From an optimization exercise on the open Yosys and OpenROAD flow, aimed at small area; shortcuts taken in it are not production practice. At most, simulation tests tie the RTL to the original design; equivalence was not proved. Power figures rest on the tool's default switching activity, not on a simulated workload.

==> run a: inputs <==
==> flow/design.v (excerpt) <==
module uart_top(clk, reset, rd_uart, wr_uart, rx, tx, w_data, r_data, tx_fifo_full, rx_fifo_empty, rx_fifo_full);
==> module uart_top, before the edit <==
module uart_top(clk, reset, rd_uart, wr_uart, rx, tx, w_data, r_data, tx_fifo_full, rx_fifo_empty, rx_fifo_full);
	input clk, reset;
	input rd_uart, wr_uart, rx;
	input [7:0] w_data;
	output reg [7:0] r_data;
	output tx_fifo_full, rx_fifo_empty, rx_fifo_full;
	output reg tx;
	integer i;
	reg [7:0] q;
	wire tick = (q == 8'h6e);
	always @(posedge clk)
		if (!reset || tick)
			q <= 8'd0;
		else
			q <= {q[6:0], ~(q[7] ^ q[5] ^ q[4] ^ q[3])};
	reg [7:0] rc;
	reg [7:0] rb;				 
	wire rx_idle = ~rc[7] & ~rc[6];
	wire rx_done = tick & (rc == 8'd255);
	always @(posedge clk, negedge reset)
		if (!reset)
			rc[7:6] <= 2'd0;
		else if (rx_idle) begin
			if (!rx)
				rc[7:6] <= 2'b01;
		end else if (tick)
			rc[7:6] <= rc[7:6] + {1'b0, &rc[5:0]};
	always @(posedge clk)
		if (rx_idle)
			rc[5:0] <= 6'd40;
		else if (tick)
			rc[5:0] <= rc[5:0] + 6'd1;
	always @(posedge clk)
		if (tick && rc[3:0] == 4'hf)
			rb <= {rx, rb[7:1]};
	reg [7:0] rm [0:7];			 
	reg [3:0] rcnt;				 
	assign rx_fifo_full  = rcnt[3];
	assign rx_fifo_empty = (rcnt == 4'd0);
	wire r_push = rx_done & ~rcnt[3];
	wire r_pop  = rd_uart & ~rx_fifo_empty;
	always @(posedge clk)
		if (r_push) begin
			rm[0] <= rb;
			for (i = 1; i < 8; i = i + 1)
				rm[i] <= rm[i-1];
		end
	wire [2:0] rr = rcnt[2:0];
	wire [7:0] r_head;
	genvar gr;
	generate for (gr = 0; gr < 8; gr = gr + 1) begin : rdbit
		wire lo = rr[1] ? (rr[0] ? rm[2][gr] : rm[1][gr]) : (rr[0] ? rm[0][gr] : rm[7][gr]);
		wire hi = rr[1] ? (rr[0] ? rm[6][gr] : rm[5][gr]) : (rr[0] ? rm[4][gr] : rm[3][gr]);
		assign r_head[gr] = rr[2] ? hi : lo;
	end endgenerate
	always @(posedge clk, negedge reset)
		if (!reset) begin
			rcnt <= 4'd0;
			r_data <= 8'd0;
		end else begin
			if (r_pop)
				r_data <= r_head;
			if (r_push & ~r_pop)
				rcnt <= rcnt + 4'd1;
			else if (r_pop & ~r_push)
				rcnt <= rcnt - 4'd1;
		end
	reg [7:0] tm [0:7];			 
	reg [3:0] tcnt;
	assign tx_fifo_full = tcnt[3];
	wire t_push = wr_uart & ~tcnt[3];
	always @(posedge clk)
		if (t_push) begin
			tm[0] <= w_data;
			for (i = 1; i < 8; i = i + 1)
				tm[i] <= tm[i-1];
		end
	reg [7:0] tc;
	wire tx_idle = ~tc[7] & ~tc[6];
	wire tx_done = tick & (tc == 8'd255);
	always @(posedge clk, negedge reset)
		if (!reset)
			tc[7:6] <= 2'd0;
		else if (tx_idle) begin
			if (tcnt != 4'd0)
				tc[7:6] <= 2'b01;
		end else if (tick)
			tc[7:6] <= tc[7:6] + {1'b0, &tc[5:0]};
	always @(posedge clk)
		if (tx_idle)
			tc[5:0] <= 6'd32;
		else if (tick)
			tc[5:0] <= tc[5:0] + 6'd1;
	always @(posedge clk, negedge reset)
		if (!reset)
			tcnt <= 4'd0;
		else if (t_push & ~tx_done)
			tcnt <= tcnt + 4'd1;
		else if (tx_done & ~t_push)
			tcnt <= tcnt - 4'd1;
	function m4(input [3:0] d, input [1:0] s);
		m4 = s[1] ? (s[0] ? d[3] : d[2]) : (s[0] ? d[1] : d[0]);
	endfunction
	wire [2:0] bs = tc[6:4];	 
	wire [2:0] rs = tcnt[2:0];	 
	wire [7:0] rb8;			 
	genvar g;
	generate for (g = 0; g < 8; g = g + 1) begin : rowbit
		wire lo = m4({tm[g][4], tm[g][3], tm[g][2], tm[g][1]}, bs[1:0]);
		wire hi = m4({tm[g][0], tm[g][7], tm[g][6], tm[g][5]}, bs[1:0]);
		assign rb8[g] = bs[2] ? hi : lo;
	end endgenerate
	wire t_lo = m4({rb8[2], rb8[1], rb8[0], rb8[7]}, rs[1:0]);
	wire t_hi = m4({rb8[6], rb8[5], rb8[4], rb8[3]}, rs[1:0]);
	wire t_bit = rs[2] ? t_hi : t_lo;
	wire t_start = (tc[7:4] == 4'd6);
	wire t_data  = (tc[7:4] != 4'd6) && (tc[7:4] != 4'd15) && !tx_idle;
	always @(posedge clk, negedge reset)
		if (!reset)
			tx <= 1'b1;
		else
			tx <= t_start ? 1'b0 : (t_data ? t_bit : 1'b1);
endmodule
clock: 10.0 ns
lec_check: 0
cap_margin: 20
core_margin: 2
core_utilization: 40
slew_margin: 20
standard.sh (not shown) runs the stock make flow with config.mk's settings and CLKGATE_MAP_FILE= SYNTH_SCRIPT=/design/flow/synth_recipe.tcl, a recipe that flattens the netlist after the stock synthesis.
==> flow/flow/run.sh <==
#!/bin/bash
# Standard ORFS layout with smaller port buffers, no CTS dummy loads and
# area recovery after global routing (followed by a slew/cap repair).
# Full make output: flow_make.log
set -euo pipefail
bash standard.sh \
  "BUFFER_PORTS_ARGS=-buffer_cell sky130_fd_sc_hd__buf_1" \
  "CTS_ARGS=-sink_clustering_enable -repair_clock_nets -dont_use_dummy_load -buf_list sky130_fd_sc_hd__clkbuf_8" \
  RECOVER_POWER=100 \
  "POST_GLOBAL_ROUTE_TCL=$PWD/flow/post_grt.tcl" \
  finish > flow_make.log 2>&1
==> flow/flow/post_grt.tcl <==
# after power recovery: repair slew/cap again and refresh the route guides
global_route -start_incremental
repair_design_helper
detailed_placement
global_route -end_incremental
estimate_parasitics -global_routing
write_guides $::env(RESULTS_DIR)/route.guide
==> run b (differences from run a) <==
==> flow/design.v (replaced) <==
`timescale 1ns / 1ps
module uart_top(clk, reset, rd_uart, wr_uart, rx, tx, w_data, r_data, tx_fifo_full, rx_fifo_empty, rx_fifo_full);
	input clk, reset;
	input rd_uart, wr_uart, rx;
	input [7:0] w_data;
	output reg [7:0] r_data;
	output tx_fifo_full, rx_fifo_empty, rx_fifo_full;
	output reg tx;
	integer i;
	reg [7:0] q;
	wire tick = (q == 8'h6e);
	always @(posedge clk)
		if (!reset || tick)
			q <= 8'd0;
		else
			q <= {q[6:0], ~(q[7] ^ q[5] ^ q[4] ^ q[3])};
	reg [7:0] rc;
	reg [7:0] rb;				 
	wire rx_idle = (rc == 8'd0);
	wire rx_done = tick & (rc == 8'd255);
	always @(posedge clk, negedge reset)
		if (!reset)
			rc <= 8'd0;
		else if (rx_idle) begin
			if (!rx)
				rc <= 8'd104;
		end else if (tick)
			rc <= rc + 8'd1;
	always @(posedge clk)
		if (tick && rc[3:0] == 4'hf)
			rb <= {rx, rb[7:1]};
	reg [7:0] rm [0:7];			 
	reg [3:0] rcnt;				 
	assign rx_fifo_full  = rcnt[3];
	assign rx_fifo_empty = (rcnt == 4'd0);
	wire r_push = rx_done & ~rcnt[3];
	wire r_pop  = rd_uart & ~rx_fifo_empty;
	always @(posedge clk)
		if (r_push) begin
			rm[0] <= rb;
			for (i = 1; i < 8; i = i + 1)
				rm[i] <= rm[i-1];
		end
	wire [7:0] r_head = rm[rcnt[2:0] - 3'd1];
	always @(posedge clk, negedge reset)
		if (!reset) begin
			rcnt <= 4'd0;
			r_data <= 8'd0;
		end else begin
			if (r_pop)
				r_data <= r_head;
			if (r_push & ~r_pop)
				rcnt <= rcnt + 4'd1;
			else if (r_pop & ~r_push)
				rcnt <= rcnt - 4'd1;
		end
	reg [7:0] tm [0:7];			 
	reg [3:0] tcnt;
	assign tx_fifo_full = tcnt[3];
	wire t_push = wr_uart & ~tcnt[3];
	always @(posedge clk)
		if (t_push) begin
			tm[0] <= w_data;
			for (i = 1; i < 8; i = i + 1)
				tm[i] <= tm[i-1];
		end
	reg [7:0] tc;
	wire tx_idle = (tc == 8'd0);
	wire tx_done = tick & (tc == 8'd255);
	always @(posedge clk, negedge reset)
		if (!reset)
			tc <= 8'd0;
		else if (tx_idle) begin
			if (tcnt != 4'd0)
				tc <= 8'd96;
		end else if (tick)
			tc <= tc + 8'd1;
	always @(posedge clk, negedge reset)
		if (!reset)
			tcnt <= 4'd0;
		else if (t_push & ~tx_done)
			tcnt <= tcnt + 4'd1;
		else if (tx_done & ~t_push)
			tcnt <= tcnt - 4'd1;
	wire [7:0] t_head = tm[tcnt[2:0] - 3'd1];
	wire t_bit = t_head[tc[6:4] + 3'd1];
	wire t_start = (tc[7:4] == 4'd6);
	wire t_data  = (tc[7:4] != 4'd6) && (tc[7:4] != 4'd15) && !tx_idle;
	always @(posedge clk, negedge reset)
		if (!reset)
			tx <= 1'b1;
		else
			tx <= t_start ? 1'b0 : (t_data ? t_bit : 1'b1);
endmodule
==> flow/run.sh (new file) <==
#!/bin/bash
# synth_recipe.tcl (not shown) runs the flow's synth.tcl, then flattens the netlist and writes it again
# the make line also repeats each setting of config.mk as NAME=value (left out here)
make -C /OpenROAD-flow-scripts/flow DESIGN_CONFIG=/design/flow/config.mk WORK_HOME=/design/flow/orfs CLKGATE_MAP_FILE= SYNTH_SCRIPT=/design/flow/synth_recipe.tcl finish
Settings changed: CTS_BUF_LIST set to sky130_fd_sc_hd__clkbuf_8, CTS_CLUSTER_DIAMETER set to 200, CTS_CLUSTER_SIZE set to 60.
removed: flow/flow/run.sh
removed: flow/flow/post_grt.tcl
removed: flow/standard.sh
==> run c (differences from run a) <==
==> flow/design.v (replaced) <==
`timescale 1ns / 1ps
module uart_top(clk, reset, rd_uart, wr_uart, rx, tx, w_data, r_data, tx_fifo_full, rx_fifo_empty, rx_fifo_full);
	input clk, reset;
	input rd_uart, wr_uart, rx;
	input [7:0] w_data;
	output reg [7:0] r_data;
	output tx_fifo_full, rx_fifo_empty, rx_fifo_full;
	output reg tx;
	integer i;
	reg [7:0] q;
	wire tick = (q == 8'h6e);
	always @(posedge clk)
		if (!reset || tick)
			q <= 8'd0;
		else
			q <= {q[6:0], ~(q[7] ^ q[5] ^ q[4] ^ q[3])};
	reg [7:0] rc;
	reg [7:0] rb;				 
	wire rx_idle = (rc == 8'd0);
	wire rx_done = tick & (rc == 8'd255);
	always @(posedge clk, negedge reset)
		if (!reset)
			rc <= 8'd0;
		else if (rx_idle) begin
			if (!rx)
				rc <= 8'd104;
		end else if (tick)
			rc <= rc + 8'd1;
	always @(posedge clk)
		if (tick && rc[3:0] == 4'hf)
			rb <= {rx, rb[7:1]};
	reg [7:0] rm [0:7];			 
	reg [3:0] rcnt;				 
	assign rx_fifo_full  = rcnt[3];
	assign rx_fifo_empty = (rcnt == 4'd0);
	wire r_push = rx_done & ~rcnt[3];
	wire r_pop  = rd_uart & ~rx_fifo_empty;
	always @(posedge clk)
		if (r_push) begin
			rm[0] <= rb;
			for (i = 1; i < 8; i = i + 1)
				rm[i] <= rm[i-1];
		end
	wire [7:0] r_head = rm[rcnt[2:0] - 3'd1];
	always @(posedge clk, negedge reset)
		if (!reset) begin
			rcnt <= 4'd0;
			r_data <= 8'd0;
		end else begin
			if (r_pop)
				r_data <= r_head;
			if (r_push & ~r_pop)
				rcnt <= rcnt + 4'd1;
			else if (r_pop & ~r_push)
				rcnt <= rcnt - 4'd1;
		end
	reg [7:0] tm [0:7];			 
	reg [3:0] tcnt;
	assign tx_fifo_full = tcnt[3];
	wire t_push = wr_uart & ~tcnt[3];
	always @(posedge clk)
		if (t_push) begin
			tm[0] <= w_data;
			for (i = 1; i < 8; i = i + 1)
				tm[i] <= tm[i-1];
		end
	reg [7:0] tc;
	wire tx_idle = (tc == 8'd0);
	wire tx_done = tick & (tc == 8'd255);
	always @(posedge clk, negedge reset)
		if (!reset)
			tc <= 8'd0;
		else if (tx_idle) begin
			if (tcnt != 4'd0)
				tc <= 8'd96;
		end else if (tick)
			tc <= tc + 8'd1;
	always @(posedge clk, negedge reset)
		if (!reset)
			tcnt <= 4'd0;
		else if (t_push & ~tx_done)
			tcnt <= tcnt + 4'd1;
		else if (tx_done & ~t_push)
			tcnt <= tcnt - 4'd1;
	wire [7:0] t_head = tm[tcnt[2:0] - 3'd1];
	wire t_bit = t_head[tc[6:4] + 3'd1];
	wire t_start = (tc[7:4] == 4'd6);
	wire t_data  = (tc[7:4] != 4'd6) && (tc[7:4] != 4'd15) && !tx_idle;
	always @(posedge clk, negedge reset)
		if (!reset)
			tx <= 1'b1;
		else
			tx <= t_start ? 1'b0 : (t_data ? t_bit : 1'b1);
endmodule
==> flow/flow/run.sh (replaced) <==
#!/bin/bash
# Standard ORFS layout with smaller port buffers, no CTS dummy loads and
# power (area) recovery after global routing. Full make output: flow_make.log
set -euo pipefail
bash standard.sh \
  "BUFFER_PORTS_ARGS=-buffer_cell sky130_fd_sc_hd__buf_1" \
  "CTS_ARGS=-sink_clustering_enable -repair_clock_nets -dont_use_dummy_load -buf_list sky130_fd_sc_hd__clkbuf_8" \
  RECOVER_POWER=100 \
  finish > flow_make.log 2>&1
removed: flow/flow/post_grt.tcl
==> run d (differences from run a) <==
==> flow/design.v (replaced) <==
`timescale 1ns / 1ps
module uart_top(clk, reset, rd_uart, wr_uart, rx, tx, w_data, r_data, tx_fifo_full, rx_fifo_empty, rx_fifo_full);
	input clk, reset;
	input rd_uart, wr_uart, rx;
	input [7:0] w_data;
	output reg [7:0] r_data;
	output tx_fifo_full, rx_fifo_empty, rx_fifo_full;
	output reg tx;
	integer i;
	reg [7:0] q;
	wire tick = (q == 8'h6e);
	always @(posedge clk)
		if (!reset || tick)
			q <= 8'd0;
		else
			q <= {q[6:0], ~(q[7] ^ q[5] ^ q[4] ^ q[3])};
	reg [7:0] rc;
	reg [7:0] rb;				 
	wire rx_idle = (rc == 8'd0);
	wire rx_done = tick & (rc == 8'd255);
	always @(posedge clk, negedge reset)
		if (!reset)
			rc <= 8'd0;
		else if (rx_idle) begin
			if (!rx)
				rc <= 8'd104;
		end else if (tick)
			rc <= rc + 8'd1;
	always @(posedge clk)
		if (tick && rc[3:0] == 4'hf)
			rb <= {rx, rb[7:1]};
	reg [7:0] rm [0:7];			 
	reg [3:0] rcnt;				 
	assign rx_fifo_full  = rcnt[3];
	assign rx_fifo_empty = (rcnt == 4'd0);
	wire r_push = rx_done & ~rcnt[3];
	wire r_pop  = rd_uart & ~rx_fifo_empty;
	always @(posedge clk)
		if (r_push) begin
			rm[0] <= rb;
			for (i = 1; i < 8; i = i + 1)
				rm[i] <= rm[i-1];
		end
	wire [7:0] r_head = rm[rcnt[2:0] - 3'd1];
	always @(posedge clk, negedge reset)
		if (!reset) begin
			rcnt <= 4'd0;
			r_data <= 8'd0;
		end else begin
			if (r_pop)
				r_data <= r_head;
			if (r_push & ~r_pop)
				rcnt <= rcnt + 4'd1;
			else if (r_pop & ~r_push)
				rcnt <= rcnt - 4'd1;
		end
	reg [7:0] tm [0:7];			 
	reg [3:0] tcnt;
	assign tx_fifo_full = tcnt[3];
	wire t_push = wr_uart & ~tcnt[3];
	always @(posedge clk)
		if (t_push) begin
			tm[0] <= w_data;
			for (i = 1; i < 8; i = i + 1)
				tm[i] <= tm[i-1];
		end
	reg [7:0] tc;
	wire tx_idle = (tc == 8'd0);
	wire tx_done = tick & (tc == 8'd255);
	always @(posedge clk, negedge reset)
		if (!reset)
			tc <= 8'd0;
		else if (tx_idle) begin
			if (tcnt != 4'd0)
				tc <= 8'd96;
		end else if (tick)
			tc <= tc + 8'd1;
	always @(posedge clk, negedge reset)
		if (!reset)
			tcnt <= 4'd0;
		else if (t_push & ~tx_done)
			tcnt <= tcnt + 4'd1;
		else if (tx_done & ~t_push)
			tcnt <= tcnt - 4'd1;
	wire [7:0] t_head = tm[tcnt[2:0] - 3'd1];
	wire t_bit = t_head[tc[6:4] + 3'd1];
	wire t_start = (tc[7:4] == 4'd6);
	wire t_data  = (tc[7:4] != 4'd6) && (tc[7:4] != 4'd15) && !tx_idle;
	always @(posedge clk, negedge reset)
		if (!reset)
			tx <= 1'b1;
		else
			tx <= t_start ? 1'b0 : (t_data ? t_bit : 1'b1);
endmodule
==> flow/flow/run.sh (replaced) <==
#!/bin/bash
# Standard ORFS layout with smaller port buffers, no CTS dummy loads and
# power (area) recovery after global routing. Full make output: flow_make.log
set -euo pipefail
bash standard.sh \
  "BUFFER_PORTS_ARGS=-buffer_cell sky130_fd_sc_hd__buf_1" \
  "CTS_ARGS=-sink_clustering_enable -repair_clock_nets -dont_use_dummy_load -buf_list sky130_fd_sc_hd__clkbuf_16 -sink_clustering_size 40 -sink_clustering_max_diameter 150" \
  RECOVER_POWER=100 \
  finish > flow_make.log 2>&1
removed: flow/flow/post_grt.tcl
==> qor summary <==
	run a	run c	run b	run d
Run status	no timing/DRC/antenna violations	failed layout checks	no timing/DRC/antenna violations	failed layout checks
Reasons for failing layout checks	-	capacitance limit, slew limit	-	capacitance limit, slew limit
Post-detailed-placement half-perimeter wirelength	6760 um	7406 um	7339 um	7406 um
VDD IR-drop max	0.0001008 V	0.0001749 V	0.0002355 V	0.0001739 V
WP depth	2	11	3	11
Filler cell count	1528	1548	1522	1537
Critical register-to-register path startpoint	rcnt[1]$_DFFE_PN0P_	q[0]$_SDFF_PP0_	q[7]$_SDFF_PP0_	q[0]$_SDFF_PP0_
Rows	48	49	49	49
Cell type of the slowest stage on the worst timing path	sky130_fd_sc_hd__dfrtp_1	sky130_fd_sc_hd__clkbuf_1	sky130_fd_sc_hd__dfrtp_1	sky130_fd_sc_hd__clkbuf_1
Cell type with the highest occurrence count on the critical path	-	sky130_fd_sc_hd__ha_1	-	sky130_fd_sc_hd__ha_1
Average cell area after synthesis	18.26 um^2	15.82 um^2	15.82 um^2	15.82 um^2
Switching power of the nets	0.4718 mW	0.5412 mW	0.5896 mW	0.5548 mW
Inserted tap cell count	225	229	229	229
Static Leakage	2.591 nW	2.661 nW	2.803 nW	2.749 nW
Sequential power share	58.5%	56.1%	52.9%	51.7%
Global-route wire length before repair	17760 um	20090 um	19740 um	20030 um
Worst-path fanout max	20	65	24	65
Worst Setup End Kind	output port	register	output port	register
Unrepaired setup endpoints after global routing	-	false	false	false
Maximum frequency from static timing analysis	0.2563 GHz	0.1723 GHz	0.2218 GHz	0.1704 GHz
Stage delay of the slowest cell on the critical path	730 ps	2370 ps	770 ps	2350 ps
Final hold slack	411.7 ps	410.0 ps	426.6 ps	418.9 ps
Tot Pwr	1.716 mW	1.810 mW	1.932 mW	1.970 mW
Only the layout flow was run in run b, run c and run d; the RTL was not checked for function there.

separate check: timing with driven ports:
No port has a modelled driver above. Below, the same layouts with a new extraction and two added sets of constraints. Step 1, drivers: a clkbuf_16 drives clk and a buf_2 each remaining input, both assumed. Step 2, shift: input delay + t, output delay - t, t = (earliest + latest rising clock arrival at the registers) / 2. This alone moves slack from input paths to output paths. a / b / c = no drivers / after step 1 / after step 2; a / b = the first two.
run | t, ns | setup WS [ns] | latest minus earliest clock arrival (ns)
run a | 0.464 | 6.098 / 6.061 / 5.822 | 0.039 / 0.039
run b | 0.484 | 5.491 / 5.454 / 5.272 | 0.018 / 0.018
run c | 0.475 | 4.198 / 4.213 / 3.738 | 0.039 / 0.039
run d | 0.445 | 4.132 / 4.150 / 3.705 | 0.024 / 0.024
The setup slack of run c, which loses most, moves by +0.015 ns with the drivers and by -0.460 ns with both steps.
